What follows belongs to an exercise in optimizing a design on an open flow for small area; a production flow would make more cautious choices.
Only simulation tests tie the RTL to the original design; equivalence was not proved.

==> inputs of 12-20 <==
// ImagineThinker
module ImagineThinker(clk,rst,inst_addr,inst_data,data_addr,data_rdata,data_wdata,data_we);
    input clk;
    input rst;
    output [15:0] inst_addr;
    input [31:0] inst_data;
    output [15:0] data_addr;
    input [15:0] data_rdata;
    output [15:0] data_wdata;
    output data_we;
    reg [15:0] pc;
    reg [7:0]  d_op, d_a, d_b, d_c;           
    reg [7:0]  e_op, e_a, e_b, e_c;           
    reg [15:0] e_da, e_db;
    reg [15:0] m_res, m_wdata;                
    reg        m_we, m_rwe, m_ld;
    reg [4:0]  m_c;
    reg        comp;                          
    reg [3:0]  st;                            
    reg [15:0] pn1, pn2;                      
    reg [5:0]  l1, l2;                        
    reg        n1, n2;                        
    wire stall;
    function [16:0] radd16;
        input [15:0] x, y;
        input c;
        integer k;
        reg cc;
        begin
            cc = c;
            for (k = 0; k < 16; k = k + 1) begin
                radd16[k] = x[k] ^ y[k] ^ cc;
                cc = (x[k] & y[k]) | (cc & (x[k] ^ y[k]));
            end
            radd16[16] = cc;
        end
    endfunction
    function [17:0] radd17;
        input [16:0] x, y;
        input c;
        integer k;
        reg cc;
        begin
            cc = c;
            for (k = 0; k < 17; k = k + 1) begin
                radd17[k] = x[k] ^ y[k] ^ cc;
                cc = (x[k] & y[k]) | (cc & (x[k] ^ y[k]));
            end
            radd17[17] = cc;
        end
    endfunction
    function [6:0] rinc7;
        input [6:0] x;
        input c;
        integer k;
        reg cc;
        begin
            cc = c;
            for (k = 0; k < 7; k = k + 1) begin
                rinc7[k] = x[k] ^ cc;
                cc = x[k] & cc;
            end
        end
    endfunction
    function [8:0] radd8;
  ...
==> flow/config.mk <==
export PLATFORM = sky130hd
export DESIGN_NAME = ImagineThinker
export DESIGN_NICKNAME = ImagineThinker
export VERILOG_FILES = /design/flow/design.v
export SDC_FILE = /design/flow/constraint.sdc
export NUM_CORES = 4
export LEC_CHECK = 0
export ABC_CLOCK_PERIOD_IN_PS = 10000
export CAP_MARGIN = 20
export CORE_MARGIN = 2
export CORE_UTILIZATION = 45
export SLEW_MARGIN = 20
==> flow/constraint.sdc <==
create_clock -name core_clock -period 10.0 [get_ports {clk}]
set_input_delay 2.0000 -clock core_clock [delete_from_list [all_inputs] [get_ports {clk}]]
set_output_delay 2.0000 -clock core_clock [all_outputs]
set_load 0.01 [all_outputs]
standard.sh (not shown) runs the stock make flow with config.mk's settings and CLKGATE_MAP_FILE= SYNTH_SCRIPT=/design/flow/synth_recipe.tcl, a recipe that flattens the netlist after the stock synthesis.
==> flow/flow/run.sh <==
#!/bin/bash
# Own layout flow: the standard ORFS flow (standard.sh) with a copy of the
# ORFS scripts in which
#  - synthesis maps logic with an area-oriented ABC script (flow/abc_area.script);
#    flip-flops are mapped by the unchanged dfflibmap step, before ABC,
#  - port buffering uses the smallest buffer cell,
#  - clock tree synthesis inserts no dummy loads.
set -euo pipefail
W=$(pwd)
S=$W/myscripts
{
  rm -rf "$S"
  cp -r "$FLOW_HOME/scripts" "$S"
  cp "$W/flow/abc_area.script" "$S/abc_speed.script"
  cp "$W/flow/abc_area.script" "$S/abc_area.script"
  sed -i 's/buffer_ports {\*}\[env_var_or_empty BUFFER_PORTS_ARGS\]/buffer_ports -buffer_cell sky130_fd_sc_hd__buf_1/' "$S/global_place.tcl"
  sed -i 's/^  -repair_clock_nets\]/  -repair_clock_nets -dont_use_dummy_load]/' "$S/cts.tcl"
  grep -n "buffer_ports" "$S/global_place.tcl"
  grep -n "dont_use_dummy_load" "$S/cts.tcl"
} > "$W/flow_setup.log" 2>&1
bash standard.sh SCRIPTS_DIR="$S" finish > "$W/flow_make.log" 2>&1
==> flow/flow/abc_area.script <==
strash
dch -f
map -a
topo
==> 03-26 (differences from 12-20) <==
--- a/flow/design.v
+++ b/flow/design.v
@@ -809,11 +809,11 @@
     reg [15:0] m_res, m_wdata;                
     reg        m_we, m_rwe, m_ld;
     reg [4:0]  m_c;
     reg        comp;                          
     reg [3:0]  st;                            
-    reg [15:0] pn1, pn2;                      
+    reg [15:0] p1, p2;                        
     reg [5:0]  l1, l2;                        
     reg        n1, n2;                        
     wire stall;
     function [16:0] radd16;
         input [15:0] x, y;
@@ -827,37 +827,10 @@
                 cc = (x[k] & y[k]) | (cc & (x[k] ^ y[k]));
             end
             radd16[16] = cc;
         end
     endfunction
-    function [17:0] radd17;
-        input [16:0] x, y;
-        input c;
-        integer k;
-        reg cc;
-        begin
-            cc = c;
-            for (k = 0; k < 17; k = k + 1) begin
-                radd17[k] = x[k] ^ y[k] ^ cc;
-                cc = (x[k] & y[k]) | (cc & (x[k] ^ y[k]));
-            end
-            radd17[17] = cc;
-        end
-    endfunction
-    function [6:0] rinc7;
-        input [6:0] x;
-        input c;
-        integer k;
-        reg cc;
-        begin
-            cc = c;
-            for (k = 0; k < 7; k = k + 1) begin
-                rinc7[k] = x[k] ^ cc;
-                cc = x[k] & cc;
-            end
-        end
-    endfunction
     function [8:0] radd8;
         input [7:0] x, y;
         input c;
         integer k;
         reg cc;
@@ -932,17 +905,13 @@
     always @(posedge clk)
         if (~stall) begin
             e_a  <= d_a;
             e_b  <= d_b;
             e_c  <= d_c;
+            e_da <= rd_a;
             e_db <= rd_b;
         end
-    always @(posedge clk)
-        if (~stall)
-            e_da <= rd_a;
-        else if (f_c2)
-            e_da <= e_db;
     wire [3:0] op = e_op[3:0];
     wire is_j   = (e_op == 8'hB0);
     wire is_br  = (e_op == 8'h90);
     wire is_st  = (e_op == 8'h8F);
     wire is_ld  = (e_op == 8'h9F);
@@ -969,110 +938,89 @@
                    (op == 4'd12) ? ~(lt1 | eq1) :
                    (op == 4'd13) ? ~(eq1 & eq2) :
                                    ~lt1;
     wire is_cmp = (op >= 4'd9) & (op <= 4'd14);
     wire div_op = (op == 4'd3);
-    assign stall = div_op & (st != 4'd1);
-    reg f_c1, f_c2, f_den;
-    always @(posedge clk) begin
-        f_c1  <= ~rst & ~stall & (d_op[3:0] == 4'd3);
-        f_c2  <= ~rst & div_op & (st == 4'd0);
-        f_den <= ~rst & div_op & (st != 4'd0) & (st != 4'd1);
-    end
-    wire [7:0] x1 = f_c2 ? a2 : a1;
-    wire [7:0] x2 = f_c2 ? a1 : a2;
-    wire neg2nd = ~(f_c1 | f_den);
+    wire ph_c1  = div_op & (st == 4'd0);
+    wire ph_c2  = div_op & (st == 4'd8);
+    wire ph_den = div_op & ~ph_c1 & ~ph_c2;
+    wire [7:0] x1 = ph_den ? b1 : (ph_c2 ? a2 : a1);
+    wire [7:0] x2 = ph_den ? b2 : (ph_c2 ? a1 : a2);
+    wire neg2nd = ~(ph_c1 | ph_den);
     wire [7:0] x2n = x2 ^ {8{neg2nd}};
     wire [16:0] u1;
     wire [7:0]  u2;
     it_mul1 mul1(.x1(x1), .x2(x2n), .y1(b1), .y2(b2), .s(neg2nd), .u(u1));
     it_mul2 mul2(.a1(a1), .a2(a2), .b1(b1), .b2(b2), .u(u2));
     wire        u1neg = u1[16];
-    reg  [15:0] above;
-    integer j;
-    always @* begin
-        above[0] = 1'b0;
-        for (j = 1; j < 16; j = j + 1)
-            above[j] = above[j-1] | u1[j-1];
-    end
-    wire [15:0] mag  = u1[15:0] ^ (above & {16{u1neg}});
-    wire [15:0] den  = u1[15:0];
-    wire [16:0] sm1  = radd16(pn1, den, 1'b0);
-    wire [16:0] sm2  = radd16(pn2, den, 1'b0);
-    wire ge1 = ~sm1[16];                       
-    wire ge2 = ~sm2[16];
-    wire step = f_den & (st != 4'd1);
-    wire [15:0] ld_pn = ~{6'd0, mag[15:6]};
-    wire [15:0] pn1_t = f_c1 ? ld_pn : {sm1[14:0], ~l1[5]};
-    wire [15:0] pn1_f = f_c1 ? ld_pn : {pn1[14:0], ~l1[5]};
-    wire [15:0] pn2_t = f_c2 ? ld_pn : {sm2[14:0], ~l2[5]};
-    wire [15:0] pn2_f = f_c2 ? ld_pn : {pn2[14:0], ~l2[5]};
+    wire [15:0] u1mag = rinc16(u1[15:0] ^ {16{u1neg}}, u1neg);
+    wire [15:0] den   = u1[15:0];
+    wire [16:0] df1 = radd16(p1, ~den, 1'b1);
+    wire [16:0] df2 = radd16(p2, ~den, 1'b1);
+    wire ge1 = df1[16];
+    wire ge2 = df2[16];
+    wire [15:0] r1 = ge1 ? df1[15:0] : p1;
+    wire [15:0] r2 = ge2 ? df2[15:0] : p2;
+    wire step = ph_den & (st != 4'd1);
     always @(posedge clk) begin
-        if (f_c1 | step)
-            pn1 <= ge1 ? pn1_t : pn1_f;
-        if (f_c1) begin
-            l1  <= mag[5:0];
-            n1  <= u1neg;
+        if (ph_c1) begin
+            p1 <= {6'd0, u1mag[15:6]};
+            l1 <= u1mag[5:0];
+            n1 <= u1neg;
         end else if (step) begin
-            l1  <= {l1[4:0], ge1};
+            p1 <= {r1[14:0], l1[5]};
+            l1 <= {l1[4:0], ge1};
         end
-        if (f_c2 | step)
-            pn2 <= ge2 ? pn2_t : pn2_f;
-        if (f_c2) begin
-            l2  <= mag[5:0];
-            n2  <= u1neg;
+        if (ph_c2) begin
+            p2 <= {6'd0, u1mag[15:6]};
+            l2 <= u1mag[5:0];
+            n2 <= u1neg;
         end else if (step) begin
-            l2  <= {l2[4:0], ge2};
+            p2 <= {r2[14:0], l2[5]};
+            l2 <= {l2[4:0], ge2};
         end
     end
-    wire [6:0] nl1 = rinc7(~{1'b0, l1}, 1'b1);
-    wire [6:0] nl2 = rinc7(~{1'b0, l2}, 1'b1);
-    wire [7:0] dv1_1 = n1 ? {1'b1, ~l1, 1'b1} : {1'b0, l1, 1'b1};
-    wire [7:0] dv1_0 = n1 ? {nl1, 1'b0}        : {1'b0, l1, 1'b0};
-    wire [7:0] dv2_1 = n2 ? {1'b1, ~l2, 1'b1} : {1'b0, l2, 1'b1};
-    wire [7:0] dv2_0 = n2 ? {nl2, 1'b0}        : {1'b0, l2, 1'b0};
+    wire [7:0] q1 = {1'b0, l1, ge1};
+    wire [7:0] q2 = {1'b0, l2, ge2};
+    wire [7:0] dv1 = rinc8(q1 ^ {8{n1}}, n1);
+    wire [7:0] dv2 = rinc8(q2 ^ {8{n2}}, n2);
     always @(posedge clk)
         if (rst) st <= 4'd0;
         else if (div_op) st <= (st == 4'd0) ? 4'd8 : st - 4'd1;
+    assign stall = div_op & (st != 4'd1);
     reg [15:0] alu;
     always @* begin
         case (op)
             4'd0, 4'd1, 4'd15: alu = {shi[7:0], slo[7:0]};
             4'd2:  alu = {u1[7:0], u2};
-            4'd3:  alu = 16'd0;
+            4'd3:  alu = is_div ? {dv1, dv2} : 16'd0;
             4'd4:  alu = {a1, 8'd0};
             4'd5:  alu = {a2, 8'd0};
             4'd6:  alu = {a1, rinc8(~a2, 1'b1)};
             4'd7:  alu = {a1, a2};
             4'd8:  alu = 16'd0;
             default: alu = {16{cmp_res}};
         endcase
     end
     wire [15:0] result = is_im ? {e_a, e_b} : alu;
-    wire [15:0] res_t = result | (is_div ? {dv1_1, dv2_1} : 16'd0);
-    wire [15:0] res_f = result | (is_div ? {dv1_0, dv2_0} : 16'd0);
-    wire [15:0] mr_t = rst ? 16'd0 : (stall ? m_res : res_t);
-    wire [15:0] mr_f = rst ? 16'd0 : (stall ? m_res : res_f);
     always @(posedge clk)
         if (rst) comp <= 1'b0;
         else if (is_cmp) comp <= cmp_res;
     wire jump = is_j | (is_br & comp);
     wire [15:0] ab_hi = ~rinc16({3'b000, ~e_a, ~e_b[7:3]}, 1'b1);    
     wire [15:0] pc_inc = jump ? {ab_hi[12:0], e_b[2:0]} : 16'd4;
     wire [16:0] pc_nx = radd16(pc, pc_inc, 1'b0);
     always @(posedge clk)
         if (rst) pc <= 16'd0;
         else if (~stall) pc <= pc_nx[15:0];
-    always @(posedge clk) begin
-        m_res[15:8] <= ge1 ? mr_t[15:8] : mr_f[15:8];
-        m_res[7:0]  <= ge2 ? mr_t[7:0]  : mr_f[7:0];
-    end
     always @(posedge clk)
         if (rst) begin
+            m_res <= 16'd0;
             m_we  <= 1'b0;
             m_rwe <= 1'b0;
         end else if (~stall) begin
+            m_res <= result;
             m_we  <= is_st;
             m_rwe <= is_rwe;
         end
     always @(posedge clk)
         if (~stall) begin
==> flow/run.sh (new file) <==
#!/bin/bash
# synth_recipe.tcl (not shown) runs the flow's synth.tcl, then flattens the netlist and writes it again
# the make line also repeats each setting of config.mk as NAME=value (left out here)
make -C /OpenROAD-flow-scripts/flow DESIGN_CONFIG=/design/flow/config.mk WORK_HOME=/design/flow/orfs CLKGATE_MAP_FILE= SYNTH_SCRIPT=/design/flow/synth_recipe.tcl finish
CORE_UTILIZATION = 40   (was 45)
removed: flow/flow/run.sh
removed: flow/flow/abc_area.script
removed: flow/standard.sh
==> 03-21 (differences from 12-20) <==
--- a/flow/design.v
+++ b/flow/design.v
@@ -932,17 +932,13 @@
     always @(posedge clk)
         if (~stall) begin
             e_a  <= d_a;
             e_b  <= d_b;
             e_c  <= d_c;
+            e_da <= rd_a;
             e_db <= rd_b;
         end
-    always @(posedge clk)
-        if (~stall)
-            e_da <= rd_a;
-        else if (f_c2)
-            e_da <= e_db;
     wire [3:0] op = e_op[3:0];
     wire is_j   = (e_op == 8'hB0);
     wire is_br  = (e_op == 8'h90);
     wire is_st  = (e_op == 8'h8F);
     wire is_ld  = (e_op == 8'h9F);
@@ -976,12 +972,12 @@
     always @(posedge clk) begin
         f_c1  <= ~rst & ~stall & (d_op[3:0] == 4'd3);
         f_c2  <= ~rst & div_op & (st == 4'd0);
         f_den <= ~rst & div_op & (st != 4'd0) & (st != 4'd1);
     end
-    wire [7:0] x1 = f_c2 ? a2 : a1;
-    wire [7:0] x2 = f_c2 ? a1 : a2;
+    wire [7:0] x1 = f_den ? b1 : (f_c2 ? a2 : a1);
+    wire [7:0] x2 = f_den ? b2 : (f_c2 ? a1 : a2);
     wire neg2nd = ~(f_c1 | f_den);
     wire [7:0] x2n = x2 ^ {8{neg2nd}};
     wire [16:0] u1;
     wire [7:0]  u2;
     it_mul1 mul1(.x1(x1), .x2(x2n), .y1(b1), .y2(b2), .s(neg2nd), .u(u1));
@@ -998,81 +994,74 @@
     wire [15:0] den  = u1[15:0];
     wire [16:0] sm1  = radd16(pn1, den, 1'b0);
     wire [16:0] sm2  = radd16(pn2, den, 1'b0);
     wire ge1 = ~sm1[16];                       
     wire ge2 = ~sm2[16];
+    wire [15:0] rn1 = ge1 ? sm1[15:0] : pn1;   
+    wire [15:0] rn2 = ge2 ? sm2[15:0] : pn2;
     wire step = f_den & (st != 4'd1);
-    wire [15:0] ld_pn = ~{6'd0, mag[15:6]};
-    wire [15:0] pn1_t = f_c1 ? ld_pn : {sm1[14:0], ~l1[5]};
-    wire [15:0] pn1_f = f_c1 ? ld_pn : {pn1[14:0], ~l1[5]};
-    wire [15:0] pn2_t = f_c2 ? ld_pn : {sm2[14:0], ~l2[5]};
-    wire [15:0] pn2_f = f_c2 ? ld_pn : {pn2[14:0], ~l2[5]};
     always @(posedge clk) begin
-        if (f_c1 | step)
-            pn1 <= ge1 ? pn1_t : pn1_f;
         if (f_c1) begin
+            pn1 <= ~{6'd0, mag[15:6]};
             l1  <= mag[5:0];
             n1  <= u1neg;
         end else if (step) begin
+            pn1 <= {rn1[14:0], ~l1[5]};
             l1  <= {l1[4:0], ge1};
         end
-        if (f_c2 | step)
-            pn2 <= ge2 ? pn2_t : pn2_f;
         if (f_c2) begin
+            pn2 <= ~{6'd0, mag[15:6]};
             l2  <= mag[5:0];
             n2  <= u1neg;
         end else if (step) begin
+            pn2 <= {rn2[14:0], ~l2[5]};
             l2  <= {l2[4:0], ge2};
         end
     end
     wire [6:0] nl1 = rinc7(~{1'b0, l1}, 1'b1);
     wire [6:0] nl2 = rinc7(~{1'b0, l2}, 1'b1);
     wire [7:0] dv1_1 = n1 ? {1'b1, ~l1, 1'b1} : {1'b0, l1, 1'b1};
     wire [7:0] dv1_0 = n1 ? {nl1, 1'b0}        : {1'b0, l1, 1'b0};
     wire [7:0] dv2_1 = n2 ? {1'b1, ~l2, 1'b1} : {1'b0, l2, 1'b1};
     wire [7:0] dv2_0 = n2 ? {nl2, 1'b0}        : {1'b0, l2, 1'b0};
+    wire [7:0] dv1 = ge1 ? dv1_1 : dv1_0;
+    wire [7:0] dv2 = ge2 ? dv2_1 : dv2_0;
     always @(posedge clk)
         if (rst) st <= 4'd0;
         else if (div_op) st <= (st == 4'd0) ? 4'd8 : st - 4'd1;
     reg [15:0] alu;
     always @* begin
         case (op)
             4'd0, 4'd1, 4'd15: alu = {shi[7:0], slo[7:0]};
             4'd2:  alu = {u1[7:0], u2};
-            4'd3:  alu = 16'd0;
+            4'd3:  alu = is_div ? {dv1, dv2} : 16'd0;
             4'd4:  alu = {a1, 8'd0};
             4'd5:  alu = {a2, 8'd0};
             4'd6:  alu = {a1, rinc8(~a2, 1'b1)};
             4'd7:  alu = {a1, a2};
             4'd8:  alu = 16'd0;
             default: alu = {16{cmp_res}};
         endcase
     end
     wire [15:0] result = is_im ? {e_a, e_b} : alu;
-    wire [15:0] res_t = result | (is_div ? {dv1_1, dv2_1} : 16'd0);
-    wire [15:0] res_f = result | (is_div ? {dv1_0, dv2_0} : 16'd0);
-    wire [15:0] mr_t = rst ? 16'd0 : (stall ? m_res : res_t);
-    wire [15:0] mr_f = rst ? 16'd0 : (stall ? m_res : res_f);
     always @(posedge clk)
         if (rst) comp <= 1'b0;
         else if (is_cmp) comp <= cmp_res;
     wire jump = is_j | (is_br & comp);
     wire [15:0] ab_hi = ~rinc16({3'b000, ~e_a, ~e_b[7:3]}, 1'b1);    
     wire [15:0] pc_inc = jump ? {ab_hi[12:0], e_b[2:0]} : 16'd4;
     wire [16:0] pc_nx = radd16(pc, pc_inc, 1'b0);
     always @(posedge clk)
         if (rst) pc <= 16'd0;
         else if (~stall) pc <= pc_nx[15:0];
-    always @(posedge clk) begin
-        m_res[15:8] <= ge1 ? mr_t[15:8] : mr_f[15:8];
-        m_res[7:0]  <= ge2 ? mr_t[7:0]  : mr_f[7:0];
-    end
     always @(posedge clk)
         if (rst) begin
+            m_res <= 16'd0;
             m_we  <= 1'b0;
             m_rwe <= 1'b0;
         end else if (~stall) begin
+            m_res <= result;
             m_we  <= is_st;
             m_rwe <= is_rwe;
         end
     always @(posedge clk)
         if (~stall) begin
==> flow/flow/run.sh (replaced) <==
#!/bin/bash
# Own layout flow: the standard ORFS flow (standard.sh) with a copy of the
# ORFS scripts in which
#  - synthesis maps logic with an area-oriented ABC script (flow/abc_area.script);
#    flip-flops are mapped by the unchanged dfflibmap step, before ABC,
#  - port buffering uses the smallest buffer cell,
#  - clock tree synthesis inserts no dummy loads,
#  - after global routing, gates off the critical paths are downsized
#    (RECOVER_POWER).
set -euo pipefail
W=$(pwd)
S=$W/myscripts
{
  rm -rf "$S"
  cp -r "$FLOW_HOME/scripts" "$S"
  cp "$W/flow/abc_area.script" "$S/abc_speed.script"
  cp "$W/flow/abc_area.script" "$S/abc_area.script"
  sed -i 's/buffer_ports {\*}\[env_var_or_empty BUFFER_PORTS_ARGS\]/buffer_ports -buffer_cell sky130_fd_sc_hd__buf_1/' "$S/global_place.tcl"
  sed -i 's/^  -repair_clock_nets\]/  -repair_clock_nets -dont_use_dummy_load]/' "$S/cts.tcl"
  grep -n "buffer_ports" "$S/global_place.tcl"
  grep -n "dont_use_dummy_load" "$S/cts.tcl"
} > "$W/flow_setup.log" 2>&1
bash standard.sh SCRIPTS_DIR="$S" RECOVER_POWER=100 finish > "$W/flow_make.log" 2>&1
==> summary.txt <==
quantity                                                                     03-26                    12-20                          03-21
Run status                                                finished with violations  complete, no violations       finished with violations
Reasons for failing layout checks                                     setup timing                        -  capacitance limit, slew limit
Met1 Wirelength                                                          57,900 um                50,800 um                      54,000 um
Die ar.                                                               97,700 sq um             86,000 sq um                   85,300 sq um
Total placed instance area                                            42,500 sq um             41,300 sq um                   41,400 sq um
Logic inverters                                                                237                      458                            407
Period Utilization, post-route                                                114%                    97.1%                          98.2%
Share of the final layout cell area in multi-input gates                     36.4%                    34.6%                          35.2%
Seq/Total Area, Yosys                                                        54.6%                    56.1%                          56.2%
Layout multi-input combinational cell count                                  1,970                    2,043                          2,080
Total clock sinks                                                              715                      718                            718
Pin count of the biggest net entering global routing                            79                       57                             79
Hold_sp                                                           d_b[5]$_DFFE_PN_         d_c[3]$_DFFE_PN_               d_b[5]$_DFFE_PN_
Total area of multi-input combinational cells                         16,600 sq um             15,100 sq um                   15,300 sq um
Non-clk bufs                                                                   353                      349                            379
Met2 usage                                                                   48.8%                    49.2%                          51.7%
Area fraction of clock buffers and clock inverters                           5.88%                    4.59%                          4.60%

what the ideal ports hide:
The results above use ideal ports. As a check the final layouts listed here were re-extracted and re-timed, cells and wires unchanged.
Step 1 assumes that a clkbuf_16 drives the clock port and a buf_2 every other input.
Step 2 adds t to the input delays and takes it off the output delays; t is the mean of the earliest and latest rising clock arrival at the registers after step 1. Input paths then give back, and output paths get back, about the clock's delay inside the block.
Three values: ideal, step 1, step 2; two values: the first two.
| run | t, ns | slack for setup (ns) | worst hold slack (ns) | slew at the worst register clock pin (ns) | worst slew at a driven data input, ns |
|---|---|---|---|---|---|
| 12-20 | 0.680 | 0.293 / 0.293 / 0.293 | 0.413 / 0.413 / 0.413 | 0.07 / 0.07 | 0.04 |
| 03-26 | 0.720 | -1.425 / -1.425 / -1.425 | 0.423 / 0.423 / 0.423 | 0.08 / 0.08 | 0.07 |
| 03-21 | 0.683 | 0.182 / 0.182 / 0.182 | 0.417 / 0.417 / 0.417 | 0.06 / 0.06 | 0.08 |
